From an optimization exercise on the open Yosys and OpenROAD flow, aimed at small area and a short achievable clock period; shortcuts taken in it are not production practice.
The RTL was checked by simulation tests, not by an equivalence proof against the original design.
Power and IR drop assume default switching activity.

== build 19 ==
## db_req
module db_req (
	input log_clk,
	input log_rst,
	input wire [15:0] src_id,
	input wire [15:0] des_id,
	input wire self_check_in,
	input wire nwr_req_in,
	output reg rapidIO_ready_o,
	input wire link_initialized,
	output reg nwr_ready_o,
	output reg nwr_busy_o,
	output wire nwr_done_o,
	output go,
	output wire user_tready_o,
	input wire [33:0] user_addr,
	input wire [3:0] user_ftype,
	input wire [3:0] user_ttype,
	input wire [11:0] user_tsize_in,
	input wire [63:0] user_tdata_in,
	input wire user_tvalid_in,
	input wire [7:0] user_tkeep_in,
	input wire user_tlast_in,
	output reg 			ireq_tvalid_o,
	input wire 			ireq_tready_in,
	output reg 			ireq_tlast_o,
	output reg [63:0]	ireq_tdata_o,
	output reg [7:0] 	ireq_tkeep_o,
	output reg [31:0] 	ireq_tuser_o,
	input             iresp_tvalid_in,
	output wire        iresp_tready_o,
	input             iresp_tlast_in,
	input      [63:0] iresp_tdata_in,
	input       [7:0] iresp_tkeep_in,
	input      [31:0] iresp_tuser_in
	);
Size in the first run: roughly 2,700 flip-flops, roughly 93,000 um^2 of cells after synthesis.
==> module fifo_75x32, before the edit <==
module fifo_75x32 (
  input  wire        clk,
  input  wire        srst,
  input  wire [73:0] din,
  input  wire        wr_en,
  input  wire        wr_en_next,    
  input  wire        rd_en,
  output wire [73:0] rdata,
  output reg         rvalid,
  output reg         rfirst,
  output reg         rlast,
  output reg         full,
  output reg         empty
);
reg [31:0] wsel;    
reg [31:0] rsel;    
reg [5:0]  count;
reg [31:0] we;      
wire do_wr = wr_en & ~full;
wire do_rd = rd_en & ~empty;
wire [31:0] rnext = {rsel[30:0], rsel[31]};    
reg [73:0] mem [0:31];
genvar g;
generate
  for (g = 0; g < 32; g = g + 1) begin : row
    always @(posedge clk)
      if (we[g])
        mem[g] <= din;
  end
endgenerate
reg [73:0] rd_or;
reg        nf, nl;
integer i;
always @(*) begin
  rd_or = 74'd0;
  nf = 1'b0;
  nl = 1'b0;
  for (i = 0; i < 32; i = i + 1) begin
    rd_or = rd_or | (mem[i] & {74{rsel[i]}});
    nf = nf | (mem[i][73] & rnext[i]);
    nl = nl | (mem[i][64] & rnext[i]);
  end
end
assign rdata = rd_or;
wire [31:0] wsel_nx = do_wr ? {wsel[30:0], wsel[31]} : wsel;
wire        full_nx = full ? ~do_rd : (count == 6'd31) & do_wr & ~do_rd;
always @(posedge clk) begin
  if (srst)
    we <= 32'd0;
  else
    we <= {32{wr_en_next & ~full_nx}} & wsel_nx;
end
always @(posedge clk) begin
  if (srst) begin
    wsel   <= 32'd1;
    rsel   <= 32'h80000000;
    count  <= 6'd0;
    full   <= 1'b0;
    empty  <= 1'b1;
    rvalid <= 1'b0;
    rfirst <= 1'b0;
    rlast  <= 1'b0;
  end
  else begin
    rvalid <= do_rd;
    rfirst <= do_rd & nf;
    rlast  <= do_rd & nl;
    if (do_wr)
      wsel <= {wsel[30:0], wsel[31]};
    if (do_rd)
      rsel <= rnext;
    case ({do_wr, do_rd})
      2'b10: begin
        count <= count + 6'd1;
        full  <= (count == 6'd31);
        empty <= 1'b0;
      end
      2'b01: begin
        count <= count - 6'd1;
        full  <= 1'b0;
        empty <= (count == 6'd1);
      end
      default: ;
    endcase
  end
end
endmodule
make LEC_CHECK=0 CAP_MARGIN=20 CELL_PAD_IN_SITES_DETAIL_PLACEMENT=2 CELL_PAD_IN_SITES_GLOBAL_PLACEMENT=2 CORE_MARGIN=2 CORE_UTILIZATION=35 CTS_CLUSTER_DIAMETER=80 CTS_CLUSTER_SIZE=30 PLACE_DENSITY=0.4 SETUP_SLACK_MARGIN=2.8 SLEW_MARGIN=20 finish   # period 5.0 ns
run.sh (not shown) runs the stock make flow with config.mk's settings and CLKGATE_MAP_FILE= SYNTH_SCRIPT=/design/flow/synth_recipe.tcl, a recipe that flattens the netlist after the stock synthesis.
> inputs changed (build 19 -> build 93)
--- a/flow/design.v
+++ b/flow/design.v
@@ -10,13 +10,13 @@
   output reg         rvalid,
   output reg         rfirst,
   output reg         rlast,
   output reg         full,
   output reg         empty
 );
-reg [31:0] wsel;    
+reg [4:0]  wptr;    
 reg [31:0] rsel;    
 reg [5:0]  count;
 reg [31:0] we;      
 wire do_wr = wr_en & ~full;
 wire do_rd = rd_en & ~empty;
 wire [31:0] rnext = {rsel[30:0], rsel[31]};    
@@ -40,37 +40,36 @@
     rd_or = rd_or | (mem[i] & {74{rsel[i]}});
     nf = nf | (mem[i][73] & rnext[i]);
     nl = nl | (mem[i][64] & rnext[i]);
   end
 end
 assign rdata = rd_or;
-wire [31:0] wsel_nx = do_wr ? {wsel[30:0], wsel[31]} : wsel;
+wire [4:0]  wptr_nx = wptr + {4'd0, do_wr};
 wire        full_nx = full ? ~do_rd : (count == 6'd31) & do_wr & ~do_rd;
 always @(posedge clk) begin
   if (srst)
     we <= 32'd0;
   else
-    we <= {32{wr_en_next & ~full_nx}} & wsel_nx;
+    we <= {31'd0, wr_en_next & ~full_nx} << wptr_nx;
 end
 always @(posedge clk) begin
   if (srst) begin
-    wsel   <= 32'd1;
+    wptr   <= 5'd0;
     rsel   <= 32'h80000000;
     count  <= 6'd0;
     full   <= 1'b0;
     empty  <= 1'b1;
     rvalid <= 1'b0;
     rfirst <= 1'b0;
     rlast  <= 1'b0;
   end
   else begin
     rvalid <= do_rd;
     rfirst <= do_rd & nf;
     rlast  <= do_rd & nl;
-    if (do_wr)
-      wsel <= {wsel[30:0], wsel[31]};
+    wptr <= wptr_nx;
     if (do_rd)
       rsel <= rnext;
     case ({do_wr, do_rd})
       2'b10: begin
         count <= count + 6'd1;
         full  <= (count == 6'd31);
==> comparison <==
- Build 93 ran to completion and came out clean on the timing, design-rule and antenna checks.
- Build 19 ended with every stage complete and zero timing, DRC or antenna violations.
- Changes observed in build 93 relative to build 19: maximum frequency from static timing analysis has remained practically unchanged, gate count of the mapped netlist has decreased, final antenna diode count has decreased, clock-buffer cell count has decreased, final cell utilization of the core has increased.
- The portion of netlist area occupied by mux cells was comparable across build 93 and build 19.
- Delta (build 93 minus build 19): cell area power density saw an increase, hold slack saw an increase, worst reg-to-reg setup slack saw a decrease, die outline width saw a decrease.
- Area of the multi-input gates (build 93 vs. build 19) decreases slightly
- The lower shortest period the worst path allows came out of build 93.
- Post-route cell area, build 93 and build 19, higher one = build 19.
- Diff build 19..build 93 | summed negative setup slack over all endpoints | unchanged

re-timing with driven ports:
No port has a modelled driver above. Below, the same layouts with a new extraction and two added sets of constraints.
Step 1, drivers: a clkbuf_16 drives log_clk and a buf_2 each remaining input, both assumed.
Step 2 adds t to the input delays and takes it off the output delays; t is the mean of the earliest and latest rising clock arrival at the registers after step 1. Input paths then give back, and output paths get back, about the clock's delay inside the block.
Slacks: ideal / step 1 / step 2; pairs: ideal / step 1.
run	shift t [ns]	setup WS [ns]	cell pins on the clock port's net
build 19	0.920	2.635 / 2.539 / 2.138	1
build 93	0.913	2.639 / 2.546 / 2.171	1
After both steps setup and hold are still met in every run listed. For build 19, which loses most, drivers alone change the setup slack by -0.096 ns; drivers and shift together by -0.497 ns.
